Context: an optimization exercise on an open-source flow, tuned for small area. The choices shown serve that exercise and are no tape-out recipe.
Where RTL was checked, it was by simulation tests only, not by an equivalence proof against the original.
Only the layout flow was run in runs 1, 2, 4 and 5; the RTL was not checked for function there.
Power and IR drop assume default switching activity.

==> flow/design.v <==
module UART_Data_Processor(
    input clk,
    input rst,
    input rx_pin_in,
    input  wire        MISO,
    output wire        MOSI,
    output wire        SPI_CLK,
    output wire        CS_n,
    output [7:0] seg7
);
    function [2:0] inc3(input [2:0] x);
        inc3 = x ^ {&x[1:0], x[0], 1'b1};
    endfunction
    function [5:0] inc6(input [5:0] x);
        inc6 = x ^ {&x[4:0], &x[3:0], &x[2:0], &x[1:0], x[0], 1'b1};
    endfunction
    function [3:0] inc4(input [3:0] x);
        inc4 = x ^ {&x[2:0], &x[1:0], x[0], 1'b1};
    endfunction
    reg pin_pre;
    always @(posedge clk or posedge rst)
        if (rst) pin_pre <= 1'b0;
        else     pin_pre <= rx_pin_in;
    wire h2l = ~rx_pin_in & pin_pre;
    reg        band;
    reg [13:0] bcnt;
    reg        bps;
    always @(posedge clk)
        if (!band) begin
            bcnt <= 14'd15646;
            bps  <= 1'b0;
        end else if (bcnt == 14'd15665) begin
            bcnt <= 14'd0;
            bps  <= 1'b1;
        end else begin
            bcnt <= {bcnt[12:0], ~(bcnt[0] ^ bcnt[1] ^ bcnt[13])};
            bps  <= 1'b0;
        end
    localparam [3:0] IDLE = 4'd0, BEGIN = 4'd1, END = 4'd2, BFREE = 4'd3,
                     FINISH = 4'd4, DATA0 = 4'd8;
    reg [3:0] pos;
    reg       done;
    reg       cnt1;        
    reg [7:0] rxd;
    always @(posedge clk or posedge rst)
        if (rst) begin
            band <= 1'b0;
            pos  <= IDLE;
            done <= 1'b0;
            cnt1 <= 1'b0;
        end else if (pos[3]) begin
            if (bps) pos <= (pos[2:0] == 3'd7) ? END : {1'b1, inc3(pos[2:0])};
        end else begin
            case (pos[2:0])
                IDLE[2:0]:
                    if (h2l) begin
                        done <= 1'b0;
                        band <= 1'b1;
                        pos  <= BEGIN;
                    end
                BEGIN[2:0]:
                    if (bps) begin
                        if (!rx_pin_in) pos <= DATA0;
                        else begin
                            band <= 1'b0;
                            pos  <= IDLE;
                        end
                    end
                END[2:0]:
                    if (bps) begin
                        band <= 1'b0;
                        pos  <= BFREE;
                    end
                BFREE[2:0]:
                    if (!cnt1 && rxd != 8'h52) pos <= IDLE;
                    else begin
                        pos  <= FINISH;
                        cnt1 <= ~cnt1;
                    end
                FINISH[2:0]: begin
                    if (!cnt1) done <= 1'b1;
                    pos <= IDLE;
                end
                default: ;
            endcase
        end
    always @(posedge clk)
        if (pos[3] && bps) rxd <= {rx_pin_in, rxd[7:1]};
    function [3:0] amap(input [7:0] b);
        case (b[7:4])
            4'h3: amap = (b[3] & (b[2] | b[1])) ? 4'hE : b[3:0];
            4'h4:
                case (b[3:0])
                    4'h1: amap = 4'hA;
                    4'h2: amap = 4'hB;
                    4'h3: amap = 4'hC;
                    4'h4: amap = 4'hD;
                    4'h6: amap = 4'hF;
                    default: amap = 4'hE;
                endcase
            default: amap = 4'hE;
        endcase
    endfunction
    reg [1:0] bc;
    reg [9:0] ccnt;
    reg       sr;          
    reg [3:0] cb2;         
    reg [3:0] aoff;        
    wire      we = (bc == 2'd2);    
    localparam [9:0] CEND = 10'd611;    
    wire [9:0] cstep = {ccnt[8:0], ~(ccnt[2] ^ ccnt[9])};
    always @(posedge clk or posedge rst)
        if (rst) begin
            bc   <= 2'd0;
            ccnt <= 10'd0;
            sr   <= 1'b0;
            cb2  <= 4'hE;
        end else if (done) begin
            case (bc)
                2'd0: bc <= 2'd1;
                2'd1: begin
                    cb2 <= amap(rxd);
                    bc  <= 2'd2;
                end
                2'd2: begin
                    sr <= 1'b1;
                    if (ccnt == CEND) begin
                        ccnt <= 10'd0;
                        bc   <= 2'd3;
                    end else
                        ccnt <= cstep;
                end
                2'd3: begin
                    sr <= 1'b0;
                    if (ccnt == CEND) begin
                        ccnt <= 10'd0;
                        bc   <= 2'd0;
                    end else
                        ccnt <= cstep;
                end
            endcase
        end
    always @(posedge clk)
        if (done && bc == 2'd1) aoff <= cb2;
    reg [6:0] scnt;
    always @(posedge clk or posedge rst)
        if (rst)                scnt <= 7'd60;
        else if (scnt == 7'd32) scnt <= 7'd0;
        else                    scnt <= {scnt[5:0], ~(scnt[5] ^ scnt[6])};
    wire spclk = (scnt == 7'd0);
    wire e1    = (scnt == 7'd1);
    wire e124  = (scnt == 7'd80);
    wire e125  = (scnt == 7'd32);
    assign SPI_CLK = spclk;
    reg sra, srb;
    always @(posedge clk or posedge rst)
        if (rst)       sra <= 1'b0;
        else if (e124) sra <= sr;
    always @(posedge clk)
        if (e124) srb <= sra;
    reg [5:0] p;
    reg re_d, cs_d, mosi_d, hi_first, hi_en, lo_en, p_last;
    always @(*) begin
        re_d = 1'b0; cs_d = 1'b0; mosi_d = 1'b0;
        hi_first = 1'b0; hi_en = 1'b0; lo_en = 1'b0; p_last = 1'b0;
        case (p)
            6'd2, 6'd3, 6'd4, 6'd5, 6'd6, 6'd7: begin re_d = 1'b1; cs_d = 1'b1; end
            6'd8: begin re_d = 1'b1; cs_d = 1'b1; mosi_d = 1'b1; end
            6'd9: begin cs_d = 1'b1; mosi_d = 1'b1; end
            6'd30: begin cs_d = 1'b1; mosi_d = rdat[3]; end
            6'd31: begin cs_d = 1'b1; mosi_d = rdat[2]; end
            6'd32: begin cs_d = 1'b1; mosi_d = rdat[1]; end
            6'd33: begin cs_d = 1'b1; mosi_d = rdat[0]; end
            6'd34: begin cs_d = 1'b1; hi_first = 1'b1; end
            6'd35, 6'd36, 6'd37: begin cs_d = 1'b1; hi_en = 1'b1; end
            6'd38, 6'd39, 6'd40, 6'd41: begin cs_d = 1'b1; lo_en = 1'b1; end
            6'd42: p_last = 1'b1;
            6'd0, 6'd1: ;
            default: cs_d = 1'b1;    
        endcase
    end
    always @(posedge clk or posedge rst)
        if (rst) p <= 6'd0;
        else if (spclk) begin
            if (p == 6'd0) begin
                if (srb) p <= 6'd1;
            end else if (p_last) p <= 6'd0;
            else p <= inc6(p);
        end
    wire re = re_d;
    assign CS_n = ~cs_d;
    reg [3:0] rdat;
    assign MOSI = mosi_d;
    reg       hi;
    reg [3:0] lo;
    always @(posedge clk)
        if (spclk) begin
            if (hi_first) hi <= MISO;
            else if (hi_en) hi <= hi | MISO;
            if (lo_en) lo <= {lo[2:0], MISO};
        end
    reg [3:0] dout;
    always @(posedge clk or posedge rst)
        if (rst) dout <= 4'd0;
        else if (spclk && p_last) dout <= hi ? 4'hE : lo;
    reg [3:0] mem [0:7];
    reg [3:0] wa, ra, s1, s3, x1, x2;
    reg       full, empty;
    wire [3:0] wnext = (we && !full) ? inc4(wa) : wa;
    always @(posedge clk or posedge rst)
        if (rst) begin
            wa   <= 4'd0;
            full <= 1'b0;
        end else begin
            wa   <= wnext;
            full <= (wnext == (s3 ^ 4'b1000));
        end
    always @(posedge clk)
        if (we) mem[wa[2:0]] <= aoff;
    wire [3:0] rnext = (re && !empty) ? inc4(ra) : ra;
    always @(posedge clk or posedge rst)
        if (rst) begin
            ra    <= 4'd0;
            empty <= 1'b1;
            x1    <= 4'd0;
            x2    <= 4'd0;
        end else if (e124) begin
            ra    <= rnext;
            empty <= (x2 == rnext);
            x1    <= wa;
            x2    <= x1;
        end
    always @(posedge clk)
        if (e124) s1 <= ra;
    always @(posedge clk or posedge rst)
        if (rst)     s3 <= 4'd0;
        else if (e1) s3 <= s1;
    always @(posedge clk)
        if (e125 && re) rdat <= mem[s1[2:0]];
    reg [7:0] seg;
    always @(*)
        case (dout)
            4'h0: seg = 8'b00000011;
            4'h1: seg = 8'b10011111;
            4'h2: seg = 8'b00100101;
            4'h3: seg = 8'b00001101;
            4'h4: seg = 8'b10011001;
            4'h5: seg = 8'b01001001;
            4'h6: seg = 8'b01000001;
            4'h7: seg = 8'b00011111;
            4'h8: seg = 8'b00000001;
            4'h9: seg = 8'b00001001;
            4'hA: seg = 8'b00010001;
            4'hB: seg = 8'b11000001;
            4'hC: seg = 8'b11100101;
            4'hD: seg = 8'b10000101;
            4'hE: seg = 8'b01100001;
            default: seg = 8'b01110001;
        endcase
    assign seg7 = rst ? 8'h00 : seg;
endmodule
==> flow/flow/run.sh <==
#!/bin/bash
# Standard ORFS layout with tuned clock-tree and port-buffer options.
set -euo pipefail
export CTS_ARGS="-sink_clustering_enable -repair_clock_nets -dont_use_dummy_load -buf_list {sky130_fd_sc_hd__clkbuf_4} -sink_clustering_size 20 -sink_clustering_max_diameter 60"
export BUFFER_PORTS_ARGS="-buffer_cell sky130_fd_sc_hd__buf_1"
bash standard.sh > standard.log 2>&1
==> flow/standard.sh <==
#!/bin/bash
# synth_recipe.tcl (not shown) runs the flow's synth.tcl, then flattens the netlist and writes it again
# the make line also repeats each setting of config.mk as NAME=value (left out here)
make -C /OpenROAD-flow-scripts/flow DESIGN_CONFIG=/design/flow/config.mk WORK_HOME=/design/flow/orfs CLKGATE_MAP_FILE= SYNTH_SCRIPT=/design/flow/synth_recipe.tcl "${@:-finish}"
==> flow/config.mk <==
export PLATFORM = sky130hd
export DESIGN_NAME = UART_Data_Processor
export DESIGN_NICKNAME = UART_Data_Processor
export VERILOG_FILES = /design/flow/design.v
export SDC_FILE = /design/flow/constraint.sdc
export NUM_CORES = 4
export LEC_CHECK = 0
export CAP_MARGIN = 20
export CORE_MARGIN = 2
export CORE_UTILIZATION = 40
export SLEW_MARGIN = 20
==> flow/constraint.sdc <==
create_clock -name core_clock -period 8.0 [get_ports {clk}]
set_input_delay 1.6000 -clock core_clock [delete_from_list [all_inputs] [get_ports {clk}]]
set_output_delay 1.6000 -clock core_clock [all_outputs]
set_load 0.01 [all_outputs]
==> results.yml, run 1 <==
synth:
  postSynth.asyncResetShare: 0.471
  synth_top_family_by_area: "simple AND/OR/NAND/NOR gates"
  synth_xor_area_frac: 0.0257
  synth_edf_count: 58
  synth.avg_cell_area_um2: 12.4
  synth_top_area_cell: "edfxtp_1"
  synth.distinct_cells: 52
  synth_mux_area_frac: 0.0908
  synth_top_area_share: 0.284
  synth_fa_ha_area_frac: 0.0571
  synth_flop_cell: "edfxtp_1"
  synth_compound_area_frac: 0.0729
  syn_area_um2: 6130
  yosys_warnings: 1
  ys_ff_latch: 138
  synth-seq-area-share: 0.600
  synth_commonest_cells: "edfxtp_1 (58), dfrtp_1 (57), nand2_1 (43)"
  synth_simple_gate_area_frac: 0.128
  synthTopCellsByArea: "edfxtp_1 (28%), dfrtp_1 (23%), ha_1 (5.7%)"
  yosysMostFrequentCell: "edfxtp_1"
  synthCells: 495
  synth_nets: 527
finish:
  nets: 540
  multiInputGateArea_um2: 2290
  area_delta_synth_final_pct: 5.55
  instances_no_fill: 694
  n_fill_cell: 1424
  utilization: 0.429
  regArea_um2: 3680
  n_antenna_cell: 0
  drive_gt1_frac: 0.130
routing:
  route.met3.wl_um: 275
  wirelength_um: 10300
  dr.first_iter.drc_count: 132
  vias: 3629
  wl_per_cell_um: 14.8
  wl_met1_um: 4740
  route.met2.wl_um: 5090
  routed.top_layer: "met4"
  vias_per_cell: 5.23
  drc: 0
  dr.pass1.iters: 4
  detail-route-antenna-nets: 0
floorplanning:
  dieArea_um2: 16300
  start_util: 0.406
  coreArea_um2: 15100
  row_count: 45
  die_h_um: 128
  pin_count: 15
  die_w_um: 128
cts:
  numClockSinks: 138
  clockBufferDepth: 2
  postCtsSetupBuffers: 0
  cts-resized-gates: 0
  worstSkewPairLatency_ns: 0.54
  cts_buffers: 17
  cts_tree: "built"
  path_clk_slew_ns: 0.09
  ctsHoldBuffers: 0
  htreeDepth: 4
  clk_root_buffer_cell: "clkbuf_4"
sta:
  clock_skew_ns: 0.0483
  fin_crit_sh: 0.554
  slew_headroom: 0.406
  max_slew.worst_pin.slew_ns: 0.885
  fin_tns_setup_ns: 0
  min_period_ns: 4.43
  max_freq_mhz: 226
  setup_viol: 0
  rsz0062_at_grt: "false"
  final-max-slew-violation-count: 0
  hold_viol: 0
pwr:
  seq_power_share: 0.702
  pwr-share-comb: 0.009
  p_int_uw: 830
  vdd_drop_max_mv: 0.0968
  power.density_nw_per_um2: 161
  swShare: 0.204
  p_sw_uw: 213
  pwr-share-clk: 0.289
  power.leakage_nw: 2.41
worst_setup_path:
  required_ns: 6.40
  start_kind: "primary input"
  cp_common_cell: "buf_1"
  worstSetupPathType: "in2out"
  crit_chain: "buf_1, inv_2, buf_4, and2_1, buf_1"
  crit_slowest_cell: "buf_4"
  worstPathMaxFanout: 67
  max_stage_delay_ns: 0.63
  crit_arrival_ns: 2.83
  end_kind: "primary output"
place:
  port-buffer-count: 14
  gp_congestion: 0.811
  dp_hpwl_um: 7030
  dp_cells: 677
worst_hold_path:
  hold_path.class: "reg2reg"
global_routing:
  grt.total_usage: 0.138
  grt_pass1_vias: 3748
  grt_max_degree: 68
  grt_pass1_wl_um: 17900
  gr-total-overflow: 0
  antenna_found_initial: 0
run:
  maxCapViolations: 0
status:
  status: "finished clean"
-- critical path, delay by kind of cell --
kind	cells	cell delay [ns]
AND/OR/NAND/NOR	1	0.22
buffers and inverters	4	1.00
-- placed cells by master, fill, tap and decap left out, drive strengths merged, types with 17 or more instances in the layout --
cell,instances
clkbuf,17
dfrtp,57
edfxtp,58
ha,28
inv,20
mux2,27
nand2,43
nor2,42
o21ai,27
-- layer usage --
layer | track usage | up-vias
met4 | 0.0562 | 0
met2 | 0.229 | 39
met1 | 0.175 | 1783
met3 | 0.0338 | 14
met5 | 0 | -
li1 | - | 1793
-- per-stage QoR --
stage          setup slack [ns]  hold WS [ns]  cell area [um2]  power (mW)
4_1_cts                    3.47         0.375             6470        1.06
6_report                   3.57         0.378             6470        1.04
3_5_place_dp               3.46         0.367             6340       0.757
2_1_floorplan              3.06         0.402             6130       0.753
5_1_grt                    3.34         0.382             6470        1.09
3_3_place_gp               3.50         0.365             6340       0.757
-- power groups by stage --
stage | sequential (mW) | combinational, mW | clock (mW)
after CTS | 0.732 | 0.00989 | 0.318
after global routing | 0.733 | 0.0112 | 0.343
final | 0.732 | 0.00914 | 0.302
after detailed placement | 0.747 | 0.00999 | 0
after floorplan | 0.747 | 0.00571 | 0
after global placement | 0.747 | 0.00956 | 0
-- sequential cells by signal, summed over array words and instances, names as in the netlist, 6 cells and up --
signal  cells
mem        32
bcnt       14
ccnt       10
rxd         8
scnt        7
p           6
-- path summary, 6_finish.rpt --
kind                                    from            endpoint  slack [ns]  depth (start not counted)
max                                      rst             seg7[7]        3.57                          5
min in group asynchronous                rst    p[4]$_DFFE_PP0P_        1.41                          3
min reg2reg                scnt[2]$_DFF_PP1_   scnt[3]$_DFF_PP1_        0.38                          0
max reg2reg                 p[0]$_DFFE_PP0P_   empty$_DFFE_PP1N_        5.52                          8
min                        scnt[2]$_DFF_PP1_   scnt[3]$_DFF_PP1_        0.38                          0
max in group asynchronous                rst  cb2[0]$_DFFE_PP0P_        6.03                          3
-- layout make-up --
class / count / share of cell area
clock buffers: 17 / 0.0197
inverters: 20 / 0.0116
multi-input cells: 316 / 0.355
flip-flops and latches: 138 / 0.568
well taps: 188 / 0.0363
repair buffers: 15 / 0.00928
-- cells by family after synthesis --
kind of cell / count (synthesis)
simple gates: 158
flops: 138
compound gates: 71
buf+inv: 41
mux: 41
fa+ha+maj: 28
xor+xnor: 18
==> run 2: changes to the inputs <==
==> flow/flow/run.sh (replaced) <==
#!/bin/bash
# Standard ORFS layout with tuned clock-tree and port-buffer options.
set -euo pipefail
export CTS_ARGS="-sink_clustering_enable -repair_clock_nets -dont_use_dummy_load -buf_list {sky130_fd_sc_hd__clkbuf_8} -sink_clustering_size 30 -sink_clustering_max_diameter 80"
export BUFFER_PORTS_ARGS="-buffer_cell sky130_fd_sc_hd__buf_1"
bash standard.sh > standard.log 2>&1
==> results.yml, run 2 <==
status:
  status: "finished clean"
global_routing:
  grt.total_usage: 0.138
  antenna_found_initial: 0
  grt_max_degree: 68
  grt_pass1_wl_um: 17900
  gr-total-overflow: 0
  grt_pass1_vias: 3743
sta:
  fin_crit_sh: 0.554
  clock_skew_ns: 0.0280
  rsz0062_at_grt: "false"
  finalWorstSetupSlack_ns: 3.56
  final-max-slew-violation-count: 0
  min_period_ns: 4.44
  setup_viol: 0
  max_slew.worst_pin.slew_ns: 0.879
  hold-worst-slack_ns: 0.375
  fin_tns_setup_ns: 0
  hold_viol: 0
  slew_headroom: 0.410
  max_freq_mhz: 225
synth:
  synth_edf_count: 58
  synth_flop_cell: "edfxtp_1"
  synth_nets: 527
  synth.avg_cell_area_um2: 12.4
  ys_ff_latch: 138
  synth_commonest_cells: "edfxtp_1 (58), dfrtp_1 (57), nand2_1 (43)"
  synth_top_area_share: 0.284
  yosys_warnings: 1
  synthCells: 495
  synthTopCellsByArea: "edfxtp_1 (28%), dfrtp_1 (23%), ha_1 (5.7%)"
  syn_area_um2: 6130
  synth_top_area_cell: "edfxtp_1"
  synth-seq-area-share: 0.600
  synth.distinct_cells: 52
  postSynth.asyncResetShare: 0.471
  yosysMostFrequentCell: "edfxtp_1"
finish:
  layout_common_cells: "edfxtp_1 (58), dfrtp_1 (57), nand2_1 (43)"
  area_delta_synth_final_pct: 7.29
  n_fill_cell: 1418
  nets: 540
  largest_reg_flops: 32
  utilization: 0.436
  layout_commonest_cell: "edfxtp_1"
  n_antenna_cell: 0
  drive_gt1_frac: 0.130
place:
  dp_slack_ns: 3.46
  port-buffer-count: 14
  dp_hpwl_um: 7030
  gp_congestion: 0.811
pwr:
  seq_power_share: 0.642
  swShare: 0.194
  finalPower_mw: 1.14
  power.density_nw_per_um2: 174
  p_int_uw: 921
  pwr-share-clk: 0.350
  pwr-share-comb: 0.008
  power.leakage_nw: 2.45
  p_sw_uw: 221
  vdd_drop_max_mv: 0.107
worst_setup_path:
  end_kind: "primary output"
  crit_arrival_ns: 2.84
  crit_chain: "buf_1, inv_2, buf_4, and2_1, buf_1"
  required_ns: 6.40
  start_kind: "primary input"
  max_stage_delay_ns: 0.63
  worstSetupPathType: "in2out"
  worstPathMaxFanout: 67
  cp_common_cell: "buf_1"
  crit_slowest_cell: "buf_4"
floorplanning:
  pin_count: 15
  start_util: 0.406
  die_w_um: 128
  coreArea_um2: 15100
  die_h_um: 128
  dieArea_um2: 16300
  row_count: 45
cts:
  worstSkewPairLatency_ns: 0.43
  htreeDepth: 4
  ctsHoldBuffers: 0
  cts-resized-gates: 0
  postCtsSetupBuffers: 0
  cts_tree: "built"
  clockBufferDepth: 2
  cts_buffers: 17
  path_clk_slew_ns: 0.06
  numClockSinks: 138
  clk_root_buffer_cell: "clkbuf_8"
routing:
  dr.first_iter.drc_count: 138
  vias: 3629
  wl_per_cell_um: 14.8
  detail-route-antenna-nets: 0
  vias_per_cell: 5.23
  wirelength_um: 10300
  dr.pass1.iters: 4
  drc: 0
worst_hold_path:
  hold_path.class: "reg2reg"
run:
  maxCapViolations: 0
[run 2: cell counts after synthesis]
Identical to the previous run, type by type.
[run 2: worst max-delay path: cells and delay by family]
kind                   cells  cell delay (ns)
buffers and inverters      4             1.00
and+or+nand+nor            1             0.22
[run 2: final timing paths]
| path | startpoint | end | cells past startpoint | slack (ns) |
|---|---|---|---|---|
| worst min-delay path | scnt[4]$_DFF_PP1_ | scnt[5]$_DFF_PP1_ | 0 | 0.38 |
| worst min register to register | scnt[4]$_DFF_PP1_ | scnt[5]$_DFF_PP1_ | 0 | 0.38 |
| worst max register to register | p[0]$_DFFE_PP0P_ | empty$_DFFE_PP1N_ | 8 | 5.55 |
| min in group asynchronous | rst | dout[2]$_DFFE_PP0P_ | 3 | 1.53 |
| worst max-delay path | rst | seg7[7] | 5 | 3.56 |
| max in group asynchronous | rst | pos[2]$_DFFE_PP0P_ | 3 | 5.93 |
[run 2: cell families (layout without fill, tap and decap cells)]
logic type      count (synthesis)  count (layout)  synth area share
mux                            41              41            0.0908
fa+ha+maj                      28              28            0.0571
simple gates                  158             158             0.128
compound gates                 71              71            0.0729
flops                         138             138             0.600
xor+xnor                       18              18            0.0257
buf+inv                        41              52            0.0257
[run 2: area by class of cell]
type | count | area [um2] | area share
tap | 188 | 235 | 0.0358
sequential | 138 | 3680 | 0.559
timing repair buffer | 15 | 60.1 | 0.00913
clock buffer | 17 | 234 | 0.0356
inverter | 20 | 75.1 | 0.0114
multi-input combinational | 316 | 2290 | 0.349
[run 2: per-layer routing]
layer / vias up / global-route usage / part of all wire
li1: 1791 / - / -
met1: 1789 / 0.175 / 0.46
met2: 41 / 0.230 / 0.50
met3: 8 / 0.0401 / 0.029
met4: 0 / 0.0388 / 0.0085
met5: - / 0 / 0
[run 2: power by group through the flow]
stage | sequential, mW | clock (mW) | combinational (mW)
after floorplan | 0.747 | 0 | 0.00571
after global placement | 0.747 | 0 | 0.00956
after detailed placement | 0.747 | 0 | 0.00999
after CTS | 0.733 | 0.420 | 0.00989
after global routing | 0.733 | 0.445 | 0.0112
final | 0.733 | 0.400 | 0.00914
[run 2: metrics by stage]
step                      area [um2]  std cells
after floorplan                 6130        495
after global placement          6340        677
after detailed placement        6340        677
after CTS                       6580        694
after global routing            6580        694
final                           6580        694
==> run 3: changes to the inputs <==
--- a/flow/design.v
+++ b/flow/design.v
@@ -22,7 +22,13 @@
         if (rst) pin_pre <= 1'b0;
         else     pin_pre <= rx_pin_in;
     wire h2l = ~rx_pin_in & pin_pre;
-    reg        band;
+    localparam [3:0] IDLE = 4'd0, DONE = 4'd1, BFREE = 4'd2, FINISH = 4'd3,
+                     END = 4'd6, BEGIN = 4'd7, DATA0 = 4'd8;
+    reg [3:0] pos;
+    reg       cnt1;        
+    reg [7:0] rxd;
+    wire band = pos[3] | (pos[2:1] == 2'b11);
+    wire done = (pos == DONE);
     reg [13:0] bcnt;
     reg        bps;
     always @(posedge clk)
@@ -36,51 +42,28 @@
             bcnt <= {bcnt[12:0], ~(bcnt[0] ^ bcnt[1] ^ bcnt[13])};
             bps  <= 1'b0;
         end
-    localparam [3:0] IDLE = 4'd0, BEGIN = 4'd1, END = 4'd2, BFREE = 4'd3,
-                     FINISH = 4'd4, DATA0 = 4'd8;
-    reg [3:0] pos;
-    reg       done;
-    reg       cnt1;        
-    reg [7:0] rxd;
-    always @(posedge clk or posedge rst)
-        if (rst) begin
-            band <= 1'b0;
+    always @(posedge clk or posedge rst)
+        if (rst) begin
             pos  <= IDLE;
-            done <= 1'b0;
             cnt1 <= 1'b0;
         end else if (pos[3]) begin
             if (bps) pos <= (pos[2:0] == 3'd7) ? END : {1'b1, inc3(pos[2:0])};
         end else begin
             case (pos[2:0])
-                IDLE[2:0]:
-                    if (h2l) begin
-                        done <= 1'b0;
-                        band <= 1'b1;
-                        pos  <= BEGIN;
-                    end
+                IDLE[2:0], DONE[2:0]:
+                    if (h2l) pos <= BEGIN;
                 BEGIN[2:0]:
-                    if (bps) begin
-                        if (!rx_pin_in) pos <= DATA0;
-                        else begin
-                            band <= 1'b0;
-                            pos  <= IDLE;
-                        end
-                    end
+                    if (bps) pos <= rx_pin_in ? IDLE : DATA0;
                 END[2:0]:
-                    if (bps) begin
-                        band <= 1'b0;
-                        pos  <= BFREE;
-                    end
+                    if (bps) pos <= BFREE;
                 BFREE[2:0]:
                     if (!cnt1 && rxd != 8'h52) pos <= IDLE;
                     else begin
                         pos  <= FINISH;
                         cnt1 <= ~cnt1;
                     end
-                FINISH[2:0]: begin
-                    if (!cnt1) done <= 1'b1;
-                    pos <= IDLE;
-                end
+                FINISH[2:0]:
+                    pos <= cnt1 ? IDLE : DONE;
                 default: ;
             endcase
         end
@@ -204,7 +187,8 @@
         if (rst) dout <= 4'd0;
         else if (spclk && p_last) dout <= hi ? 4'hE : lo;
     reg [3:0] mem [0:7];
-    reg [3:0] wa, ra, s1, s3, x1, x2;
+    reg [3:0] wa, ra, s3, x1, x2;
+    reg       rinc;        
     reg       full, empty;
     wire [3:0] wnext = (we && !full) ? inc4(wa) : wa;
     always @(posedge clk or posedge rst)
@@ -217,26 +201,30 @@
         end
     always @(posedge clk)
         if (we) mem[wa[2:0]] <= aoff;
-    wire [3:0] rnext = (re && !empty) ? inc4(ra) : ra;
-    always @(posedge clk or posedge rst)
-        if (rst) begin
-            ra    <= 4'd0;
+    wire [3:0] ra1  = inc4(ra);
+    wire       rgo  = re && !empty;
+    always @(posedge clk or posedge rst)
+        if (rst) begin
             empty <= 1'b1;
             x1    <= 4'd0;
             x2    <= 4'd0;
         end else if (e124) begin
-            ra    <= rnext;
-            empty <= (x2 == rnext);
+            empty <= (x2 == (rgo ? ra1 : ra));
             x1    <= wa;
             x2    <= x1;
         end
     always @(posedge clk)
-        if (e124) s1 <= ra;
-    always @(posedge clk or posedge rst)
-        if (rst)     s3 <= 4'd0;
-        else if (e1) s3 <= s1;
-    always @(posedge clk)
-        if (e125 && re) rdat <= mem[s1[2:0]];
+        if (e124) rinc <= rgo;
+    always @(posedge clk or posedge rst)
+        if (rst) begin
+            ra <= 4'd0;
+            s3 <= 4'd0;
+        end else if (e1) begin
+            s3 <= ra;
+            if (rinc) ra <= ra1;
+        end
+    always @(posedge clk)
+        if (e125 && re) rdat <= mem[ra[2:0]];
     reg [7:0] seg;
     always @(*)
         case (dout)
==> results.yml, run 3 <==
synth:
  synth_top_area_cell: "edfxtp_1"
  synth_commonest_cells: "dfrtp_1 (55), edfxtp_1 (55), nand2_1 (40)"
  syn_area_um2: 6010
  synth_fa_ha_area_frac: 0.0521
  postSynth.asyncResetShare: 0.474
  synth.avg_cell_area_um2: 12.4
  synth_top_area_share: 0.275
  synth_nets: 513
  yosys_warnings: 1
  synth_xor_area_frac: 0.0248
  synth_flop_cell: "edfxtp_1"
  synth-seq-area-share: 0.589
  synthCells: 484
  synth_simple_gate_area_frac: 0.134
  synth.distinct_cells: 58
  synth_mux_area_frac: 0.0797
  synthTopCellsByArea: "edfxtp_1 (27%), dfrtp_1 (23%), ha_1 (5.2%)"
  synth_edf_count: 55
  synth_top_family_by_area: "simple AND/OR/NAND/NOR gates"
  ys_ff_latch: 133
  synth_compound_area_frac: 0.0941
floorplanning:
  row_count: 44
  pin_count: 15
  coreArea_um2: 14600
  start_util: 0.412
  die_h_um: 127
  die_w_um: 127
  dieArea_um2: 16000
sta:
  hold_viol: 0
  final-max-slew-violation-count: 0
  fin_crit_sh: 0.473
  min_period_ns: 3.78
  slew_headroom: 0.456
  max_slew.worst_pin.slew_ns: 0.815
  rsz0062_at_grt: "false"
  setup_viol: 0
  fin_tns_setup_ns: 0
  max_freq_mhz: 264
  clock_skew_ns: 0.0273
worst_hold_path:
  hold_path.class: "reg2reg"
  holdPathStages: 0
  min-delay-start: "scnt[4]$_DFF_PP1_"
  min_to: "scnt[5]$_DFF_PP1_"
global_routing:
  grt_pass1_vias: 3489
  antenna_found_initial: 0
  grt_pass1_wl_um: 16800
  grt_max_degree: 64
  gr-total-overflow: 0
  grt.total_usage: 0.131
cts:
  cts_tree: "built"
  cts-resized-gates: 0
  numClockSinks: 133
  htreeDepth: 4
  worstSkewPairLatency_ns: 0.44
  cts_buffers: 17
  path_clk_slew_ns: 0.06
  ctsHoldBuffers: 0
  clk_root_buffer_cell: "clkbuf_8"
  clockBufferDepth: 2
  postCtsSetupBuffers: 0
place:
  gp_congestion: 0.839
  post_dp_cell_area_um2: 6210
  dp_hpwl_um: 6760
  port-buffer-count: 14
finish:
  nets: 525
  area_delta_synth_final_pct: 7.31
  utilization: 0.442
  layout_common_cells: "edfxtp_1 (55), dfrtp_1 (55), nand2_1 (40)"
  drive_gt1_frac: 0.150
  largest_reg_flops: 32
  design_area_um2: 6450
  n_antenna_cell: 0
  n_fill_cell: 1333
worst_setup_path:
  worstPathMaxFanout: 8
  critPathTopFamily: "buffers and inverters"
  crit_chain: "buf_1, a311oi_1, buf_1"
  cp_common_cell: "buf_1"
  crit_slowest_cell: "a311oi_1"
  required_ns: 6.40
  rrSetupSlack_ns: 5.74
  r2r-start: "scnt[1]$_DFF_PP0_"
  start_kind: "primary input"
  worstSetupPathType: "in2out"
  reg2reg_depth: 3
  rr_endpoint: "rdat[2]$_DFFE_PP_"
  end_kind: "primary output"
  max_stage_delay_ns: 0.24
  crit_arrival_ns: 2.18
  path_buf_inv: 2
pwr:
  finalPower_mw: 1.11
  vdd_drop_max_mv: 0.0995
  power.density_nw_per_um2: 172
  power.leakage_nw: 2.43
routing:
  wl_per_cell_um: 14.5
  dr.first_iter.drc_count: 151
  wirelength_um: 9800
  drc: 0
  dr.pass1.iters: 4
  vias: 3544
  detail-route-antenna-nets: 0
  vias_per_cell: 5.23
status:
  status: "finished clean"
run:
  maxCapViolations: 0
[run 3: changes by cell type in the layout (fill, tap and decap cells not counted), moves of 6 or more]
cell | previous run | this run
nand3_1 | 4 | 12
nand3b_1 | 7 | 1
o21ai_0 | 26 | 16
nand2b_1 | 13 | 5
a21o_1 | 1 | 7
[run 3: how the worst max path moves through the flow]
stage / start / endpoint / slack, ns / depth (start not counted)
finish: rst / seg7[7] / 4.22 / 3
global route: rst / seg7[7] / 4.15 / 3
CTS: rst / seg7[7] / 4.22 / 3
detailed placement: rst / seg7[7] / 4.22 / 3
global placement: rst / seg7[7] / 4.24 / 3
floorplan: rst / seg7[0] / 3.27 / 2
[run 3: logic make-up after synthesis]
| family | after synthesis |
|---|---|
| mux | 35 |
| fa+ha+maj | 25 |
| flops | 133 |
| xor+xnor | 17 |
| compound gates | 82 |
| simple gates | 152 |
| buf+inv | 40 |
[run 3: per-stage QoR]
| stage | hold slack (ns) | setup WS, ns | instances |
|---|---|---|---|
| after floorplan | 0.417 | 3.27 | 484 |
| after global placement | 0.357 | 4.24 | 661 |
| after detailed placement | 0.357 | 4.22 | 661 |
| after CTS | 0.365 | 4.22 | 678 |
| after global routing | 0.364 | 4.15 | 678 |
| final | 0.363 | 4.22 | 678 |
[run 3: layer usage]
metal  track usage  up-vias  share of wire  wire length [um]
met4        0.0537        0          0.017               162
met2         0.204       43           0.47              4640
met5             0        -              0                 0
li1              -     1757              -                 -
met3        0.0409       16          0.032               311
met1         0.171     1728           0.48              4680
[run 3: report_power, final]
part           switching (mW)  leakage, nW  internal, mW
Clock                   0.206        0.122         0.186
Sequential          0.0000670         1.30         0.706
Combinational         0.00791         1.01       0.00119
[run 3: area by class of cell]
type	instances	area [um2]	area share
clock buffers	17	234	0.0363
inverters	17	63.8	0.00990
multi-input cells	311	2310	0.359
flip-flops and latches	133	3540	0.549
well taps	184	230	0.0357
repair buffers	16	67.6	0.0105
==> run 4: changes to the inputs <==
--- a/flow/design.v
+++ b/flow/design.v
@@ -31,17 +31,12 @@
     wire done = (pos == DONE);
     reg [13:0] bcnt;
     reg        bps;
-    always @(posedge clk)
-        if (!band) begin
-            bcnt <= 14'd15646;
-            bps  <= 1'b0;
-        end else if (bcnt == 14'd15665) begin
-            bcnt <= 14'd0;
-            bps  <= 1'b1;
-        end else begin
-            bcnt <= {bcnt[12:0], ~(bcnt[0] ^ bcnt[1] ^ bcnt[13])};
-            bps  <= 1'b0;
-        end
+    wire       bend = (bcnt == 14'd13817);
+    always @(posedge clk) begin
+        if (!band) bcnt <= 14'd12864;
+        else       bcnt <= {bcnt[12:0], ~(bcnt[0] ^ bcnt[1] ^ bcnt[13]) ^ bend};
+        bps <= band & bend;
+    end
     always @(posedge clk or posedge rst)
         if (rst) begin
             pos  <= IDLE;
@@ -90,12 +85,11 @@
     reg [3:0] cb2;         
     reg [3:0] aoff;        
     wire      we = (bc == 2'd2);    
-    localparam [9:0] CEND = 10'd611;    
-    wire [9:0] cstep = {ccnt[8:0], ~(ccnt[2] ^ ccnt[9])};
+    localparam [9:0] CEND = 10'd832;    
+    wire       cend = (ccnt == CEND);
     always @(posedge clk or posedge rst)
         if (rst) begin
             bc   <= 2'd0;
-            ccnt <= 10'd0;
             sr   <= 1'b0;
             cb2  <= 4'hE;
         end else if (done) begin
@@ -107,33 +101,27 @@
                 end
                 2'd2: begin
                     sr <= 1'b1;
-                    if (ccnt == CEND) begin
-                        ccnt <= 10'd0;
-                        bc   <= 2'd3;
-                    end else
-                        ccnt <= cstep;
+                    if (cend) bc <= 2'd3;
                 end
                 2'd3: begin
                     sr <= 1'b0;
-                    if (ccnt == CEND) begin
-                        ccnt <= 10'd0;
-                        bc   <= 2'd0;
-                    end else
-                        ccnt <= cstep;
+                    if (cend) bc <= 2'd0;
                 end
             endcase
         end
+    always @(posedge clk or posedge rst)
+        if (rst) ccnt <= 10'd641;
+        else if (done && bc[1]) ccnt <= {ccnt[8:0], ~(ccnt[2] ^ ccnt[9]) ^ cend};
     always @(posedge clk)
         if (done && bc == 2'd1) aoff <= cb2;
     reg [6:0] scnt;
-    always @(posedge clk or posedge rst)
-        if (rst)                scnt <= 7'd60;
-        else if (scnt == 7'd32) scnt <= 7'd0;
-        else                    scnt <= {scnt[5:0], ~(scnt[5] ^ scnt[6])};
-    wire spclk = (scnt == 7'd0);
-    wire e1    = (scnt == 7'd1);
-    wire e124  = (scnt == 7'd80);
-    wire e125  = (scnt == 7'd32);
+    wire spclk = (scnt == 7'd1);
+    wire e1    = (scnt == 7'd3);
+    wire e124  = (scnt == 7'd32);
+    wire e125  = (scnt == 7'd64);
+    always @(posedge clk or posedge rst)
+        if (rst) scnt <= 7'd120;
+        else     scnt <= {scnt[5:0], ~(scnt[5] ^ scnt[6]) ^ e125};
     assign SPI_CLK = spclk;
     reg sra, srb;
     always @(posedge clk or posedge rst)
==> flow/flow/run.sh (replaced) <==
#!/bin/bash
# Standard ORFS layout with tuned clock-tree and port-buffer options.
set -euo pipefail
export CTS_ARGS="-sink_clustering_enable -repair_clock_nets -dont_use_dummy_load -buf_list {sky130_fd_sc_hd__clkbuf_4} -sink_clustering_size 20 -sink_clustering_max_diameter 40"
export BUFFER_PORTS_ARGS="-buffer_cell sky130_fd_sc_hd__buf_1"
bash standard.sh > standard.log 2>&1
--- a/flow/config.mk
+++ b/flow/config.mk
@@ -7,5 +7,6 @@
 export LEC_CHECK = 0
 export CAP_MARGIN = 20
 export CORE_MARGIN = 2
-export CORE_UTILIZATION = 40
+export CORE_UTILIZATION = 65
+export PLACE_DENSITY = 0.75
 export SLEW_MARGIN = 20
==> results.yml, run 4 <==
routing:
  drc: 0
  wirelength_um: 9630
  detail-route-antenna-nets: 0
  dr.first_iter.drc_count: 160
  vias_per_cell: 5.87
  vias: 3673
  dr.pass1.iters: 4
  wl_per_cell_um: 15.4
worst_setup_path:
  worstPathMaxFanout: 64
  worstSetupPathType: "in2out"
  max_stage_delay_ns: 0.60
  crit_slowest_cell: "buf_4"
  required_ns: 6.40
  end_kind: "primary output"
  crit_arrival_ns: 2.71
  cp_common_cell: "buf_1"
  path_buf_inv: 4
  start_kind: "primary input"
  crit_chain: "buf_1, inv_2, buf_4, buf_1"
  critPathTopFamily: "buffers and inverters"
synth:
  synth_xor_area_frac: 0.0234
  yosysMostFrequentCell: "nand2_1"
  ys_ff_latch: 133
  synth-seq-area-share: 0.592
  synthCells: 497
  postSynth.asyncResetShare: 0.474
  synth_mux_area_frac: 0.0836
  synthTopCellsByArea: "edfxtp_1 (28%), dfrtp_1 (22%), ha_1 (5.4%)"
  yosys_warnings: 1
  synth_compound_area_frac: 0.0800
  synth_fa_ha_area_frac: 0.0543
  synth_simple_gate_area_frac: 0.146
  synth.avg_cell_area_um2: 12.0
  synth_commonest_cells: "nand2_1 (68), edfxtp_1 (55), dfrtp_1 (52)"
  synth_top_area_share: 0.276
  synth_top_area_cell: "edfxtp_1"
  syn_area_um2: 5990
  synth_edf_count: 55
  synth.distinct_cells: 57
  synth_nets: 527
  synth_flop_cell: "edfxtp_1"
  synth_top_family_by_area: "simple AND/OR/NAND/NOR gates"
pwr:
  seq_power_share: 0.618
  pwr-share-clk: 0.210
  pwr-share-comb: 0.172
  p_sw_uw: 375
  vdd_drop_max_mv: 0.144
  power.leakage_nw: 2.47
  swShare: 0.274
  power.density_nw_per_um2: 218
  p_int_uw: 992
sta:
  hold-worst-slack_ns: 0.362
  slew_headroom: 0.398
  setup_viol: 0
  fin_tns_setup_ns: 0
  max_slew.worst_pin.slew_ns: 0.902
  max_freq_mhz: 232
  clock_skew_ns: 0.0428
  rsz0062_at_grt: "false"
  fin_crit_sh: 0.538
  min_period_ns: 4.31
  final-max-slew-violation-count: 0
  hold_viol: 0
global_routing:
  antenna_found_initial: 1
  grt.total_usage: 0.220
  grt_max_degree: 65
  grt_pass1_wl_um: 17000
  grt_pass1_vias: 3651
  gr-total-overflow: 0
cts:
  postCtsSetupBuffers: 0
  htreeDepth: 4
  worstSkewPairLatency_ns: 0.51
  cts_tree: "built"
  ctsHoldBuffers: 0
  clockBufferDepth: 2
  clk_root_buffer_cell: "clkbuf_4"
  numClockSinks: 133
  cts-resized-gates: 0
  path_clk_slew_ns: 0.10
  cts_buffers: 17
finish:
  drive_gt1_frac: 0.144
  n_fill_cell: 658
  area_delta_synth_final_pct: 4.49
  nets: 546
  layout_common_cells: "nand2_1 (68), edfxtp_1 (55), dfrtp_1 (52)"
  layout_commonest_cell: "nand2_1"
  largest_reg_flops: 32
status:
  status: "finished clean"
floorplanning:
  start_util: 0.660
  die_h_um: 100
  coreArea_um2: 9060
  dieArea_um2: 9990
  pin_count: 15
  die_w_um: 100
  row_count: 35
worst_hold_path:
  hold_path.class: "reg2reg"
place:
  dp_hpwl_um: 6740
  port-buffer-count: 14
  gp_congestion: 0.877
run:
  maxCapViolations: 0
[run 4: cell count changes after synthesis, sizes merged, moves of 5 or more]
cell / before / now
nor2b: 7 / 13
a21o: 7 / 2
and2: 7 / 0
nand2b: 5 / 12
clkbuf: 17 / 11
nand2: 40 / 68
o21ai: 17 / 22
a22o: 8 / 1
[run 4: power groups by stage]
stage	logic (mW)	registers [mW]	clock network (mW)
floorplan	0.204	0.833	0
global placement	0.226	0.856	0
finish	0.235	0.845	0.287
detailed placement	0.235	0.860	0
CTS	0.236	0.845	0.300
global route	0.267	0.857	0.325
[run 4: layer usage]
| metal | global-route usage | wire (um) | vias to the layer above |
|---|---|---|---|
| li1 | - | - | 1801 |
| met1 | 0.292 | 4520 | 1800 |
| met2 | 0.355 | 4700 | 60 |
| met3 | 0.0606 | 276 | 12 |
| met4 | 0.0769 | 139 | 0 |
| met5 | 0 | 0 | - |
[run 4: cell type report]
cell class,instances,area [um2],share of cell area
diodes,1,2.50,0.000400
clock buffers,17,128,0.0204
inverters,18,67.6,0.0108
multi-input cells,331,2320,0.370
flip-flops and latches,133,3540,0.566
well taps,111,139,0.0222
repair buffers,15,60.1,0.00960
[run 4: cell families (layout without fill, tap and decap cells)]
| group | after synthesis | in the layout |
|---|---|---|
| compound gates | 74 | 74 |
| xor+xnor | 16 | 16 |
| fa+ha+maj | 26 | 26 |
| buf+inv | 33 | 50 |
| flops | 133 | 133 |
| mux | 37 | 37 |
| other cells | 0 | 1 |
| simple gates | 178 | 178 |
[run 4: path summary, 6_finish.rpt]
path / start / endpoint / slack [ns] / cells after the start
setup / recovery: rst / seg7[0] / 3.69 / 4
hold / removal: scnt[4]$_DFF_PP1_ / scnt[5]$_DFF_PP1_ / 0.36 / 0
setup reg to reg: p[0]$_DFFE_PP0P_ / empty$_DFFE_PP1N_ / 5.76 / 7
hold reg to reg: scnt[4]$_DFF_PP1_ / scnt[5]$_DFF_PP1_ / 0.36 / 0
max in group asynchronous: rst / wa[1]$_DFF_PP0_ / 6.03 / 3
min in group asynchronous: rst / dout[2]$_DFFE_PP0P_ / 1.43 / 3
[run 4: per-stage QoR]
step	cell area, um2	std cells	util	power (mW)	worst slack [ns]
final	6260	626	0.690	1.37	3.69
after global routing	6260	626	0.690	1.45	3.53
after CTS	6250	625	0.690	1.38	3.66
after detailed placement	6130	608	0.676	1.09	3.66
after global placement	6130	608	0.676	1.08	3.67
after floorplan	5990	497	-	1.04	3.28
==> run 5: changes to the inputs <==
==> flow/flow/run.sh (replaced) <==
#!/bin/bash
# Standard ORFS layout with tuned clock-tree and port-buffer options.
set -euo pipefail
export CTS_ARGS="-sink_clustering_enable -repair_clock_nets -dont_use_dummy_load -buf_list {sky130_fd_sc_hd__clkbuf_4} -sink_clustering_size 20 -sink_clustering_max_diameter 60"
export BUFFER_PORTS_ARGS="-buffer_cell sky130_fd_sc_hd__buf_1"
bash standard.sh > standard.log 2>&1
--- a/flow/config.mk
+++ b/flow/config.mk
@@ -8,5 +8,4 @@
 export CAP_MARGIN = 20
 export CORE_MARGIN = 2
 export CORE_UTILIZATION = 65
-export PLACE_DENSITY = 0.75
 export SLEW_MARGIN = 20
==> results.yml, run 5 <==
status:
  status: "finished clean"
cts:
  postCtsSetupBuffers: 0
  clockBufferDepth: 2
  cts_buffers: 17
  numClockSinks: 133
  ctsHoldBuffers: 0
  path_clk_slew_ns: 0.11
  worstSkewPairLatency_ns: 0.48
  cts-resized-gates: 0
  clk_root_buffer_cell: "clkbuf_4"
  cts_tree: "built"
  htreeDepth: 4
global_routing:
  grt_max_degree: 65
  grt_pass1_wl_um: 17000
  grt_pass1_vias: 3489
  gr-total-overflow: 0
  antenna_found_initial: 0
  grt.total_usage: 0.219
synth:
  synth_nets: 527
  postSynth.asyncResetShare: 0.474
  ys_ff_latch: 133
  yosys_warnings: 1
  synth-seq-area-share: 0.592
  synthCells: 497
  synth_top_area_cell: "edfxtp_1"
  syn_area_um2: 5990
  yosysMostFrequentCell: "nand2_1"
  synth.avg_cell_area_um2: 12.0
  synth_edf_count: 55
  synthTopCellsByArea: "edfxtp_1 (28%), dfrtp_1 (22%), ha_1 (5.4%)"
  synth_commonest_cells: "nand2_1 (68), edfxtp_1 (55), dfrtp_1 (52)"
  synth_flop_cell: "edfxtp_1"
  synth.distinct_cells: 57
  synth_top_area_share: 0.276
finish:
  n_fill_cell: 687
  design_area_um2: 6250
  area_delta_synth_final_pct: 4.45
  layout_commonest_cell: "nand2_1"
  instances_no_fill: 625
  nets: 546
  drive_gt1_frac: 0.144
  n_antenna_cell: 0
  layout_common_cells: "nand2_1 (68), edfxtp_1 (55), dfrtp_1 (52)"
  largest_reg_flops: 32
routing:
  vias: 3627
  detail-route-antenna-nets: 0
  dr.pass1.iters: 4
  wl_per_cell_um: 15.6
  vias_per_cell: 5.80
  drc: 0
  dr.first_iter.drc_count: 167
  wirelength_um: 9760
sta:
  rsz0062_at_grt: "false"
  setup_viol: 0
  max_freq_mhz: 232
  slew_headroom: 0.309
  hold_viol: 0
  finalWorstSetupSlack_ns: 3.68
  fin_crit_sh: 0.540
  clock_skew_ns: 0.0484
  min_period_ns: 4.32
  final-max-slew-violation-count: 0
  fin_tns_setup_ns: 0
  max_slew.worst_pin.slew_ns: 1.04
place:
  dp_slack_ns: 3.65
  port-buffer-count: 14
  dp_hpwl_um: 6970
  post_dp_cell_area_um2: 6130
  gp_congestion: 0.863
  dp_cells: 608
worst_setup_path:
  cp-startpoint: "rst"
  cp_common_cell: "buf_1"
  rrSetupSlack_ns: 5.77
  reg2reg_depth: 7
  crit_arrival_ns: 2.72
  r2r-start: "p[0]$_DFFE_PP0P_"
  end_kind: "primary output"
  required_ns: 6.40
  start_kind: "primary input"
  max_stage_delay_ns: 0.61
  worstSetupPathType: "in2out"
  crit_chain: "buf_1, inv_2, buf_4, buf_1"
  worstSetupEndpoint: "seg7[0]"
  worstPathMaxFanout: 64
  crit_slowest_cell: "buf_4"
  rr_endpoint: "empty$_DFFE_PP1N_"
floorplanning:
  row_count: 35
  start_util: 0.660
  die_h_um: 100
  dieArea_um2: 9990
  pin_count: 15
  coreArea_um2: 9060
  die_w_um: 100
worst_hold_path:
  hold_path.class: "reg2reg"
pwr:
  vdd_drop_max_mv: 0.154
  power.leakage_nw: 2.47
  power.density_nw_per_um2: 219
run:
  maxCapViolations: 0
run 5: cell counts after synthesis:
Identical to the previous run, type by type.
run 5: kinds of logic (layout without fill, tap and decap cells):
family	Yosys count	in the layout	synth area share
and+or+nand+nor	178	178	0.146
buffers and inverters	33	50	0.0213
xor gates and xnor gates	16	16	0.0234
AOI/OAI and AO/OA	74	74	0.0800
adders and majority gates	26	26	0.0543
DFF	133	133	0.592
muxes	37	37	0.0836
run 5: how the worst min path moves through the flow:
stage                                 start                end  slack (ns)  depth (start not counted)
after floorplan           scnt[4]$_DFF_PP1_  scnt[5]$_DFF_PP1_        0.36                          0
after CTS                 scnt[4]$_DFF_PP1_  scnt[5]$_DFF_PP1_        0.38                          0
final                     scnt[4]$_DFF_PP1_  scnt[5]$_DFF_PP1_        0.38                          0
after global routing      scnt[4]$_DFF_PP1_  scnt[5]$_DFF_PP1_        0.39                          0
after detailed placement  scnt[4]$_DFF_PP1_  scnt[5]$_DFF_PP1_        0.36                          0
after global placement    scnt[3]$_DFF_PP1_  scnt[4]$_DFF_PP1_        0.36                          0
run 5: worst max-delay path: cells and delay by family:
family / cells / cell delay [ns]
buf+inv: 4 / 1.08
run 5: cell type report:
| cell class | instances | area [um2] | area share |
|---|---|---|---|
| tap | 111 | 139 | 0.0222 |
| multi-input combinational | 331 | 2320 | 0.371 |
| sequential | 133 | 3540 | 0.566 |
| inverter | 18 | 67.6 | 0.0108 |
| clock buffer | 17 | 128 | 0.0204 |
| timing repair buffer | 15 | 60.1 | 0.00960 |
run 5: through the flow:
stage	util	power [mW]	hold slack, ns
2_1_floorplan	-	1.04	0.359
3_5_place_dp	0.676	1.10	0.365
6_report	0.690	1.37	0.378
4_1_cts	0.690	1.38	0.381
3_3_place_gp	0.676	1.08	0.361
5_1_grt	0.690	1.46	0.389
run 5: report_power, final:
group,leakage [nW],switching (mW),internal [mW]
clock network,0.0782,0.189,0.0973
registers,1.42,0.0567,0.789
logic,0.977,0.132,0.105
run 5: metal layers:
metal	vias up	global-route usage	routed length, um
li1	1811	-	-
met1	1755	0.301	4530
met2	50	0.344	4830
met3	11	0.0557	302
met4	0	0.0738	98
met5	-	0	0

==> afterwards: timing with drivers on the ports <==
No port has a modelled driver above. Below, the same layouts with a new extraction and two added sets of constraints.
Step 1 assumes that a clkbuf_16 drives the clock port and a buf_2 every other input.
Step 2 moves the port delays by t, midway between the first and last clock arrival at a register: inputs arrive t later, outputs are due t later. That takes back most of the time a late clock gives input paths.
a / b / c = no drivers / after step 1 / after step 2; a / b = the first two.
run	shift t [ns]	setup WS [ns]	clock arrival spread, ns	slew at the worst register clock pin (ns)
run 1	0.545	3.569 / 3.549 / 3.549	0.050 / 0.050	0.13 / 0.13
run 2	0.450	3.565 / 3.544 / 3.544	0.029 / 0.029	0.08 / 0.08
run 3	0.459	4.218 / 4.198 / 4.198	0.028 / 0.028	0.08 / 0.08
run 4	0.520	3.694 / 3.674 / 3.674	0.044 / 0.043	0.12 / 0.12
run 5	0.497	3.681 / 3.661 / 3.661	0.065 / 0.066	0.13 / 0.13
After both steps setup and hold are still met in every run listed. For run 2, which loses most, drivers alone change the setup slack by -0.021 ns; drivers and shift together by -0.021 ns.
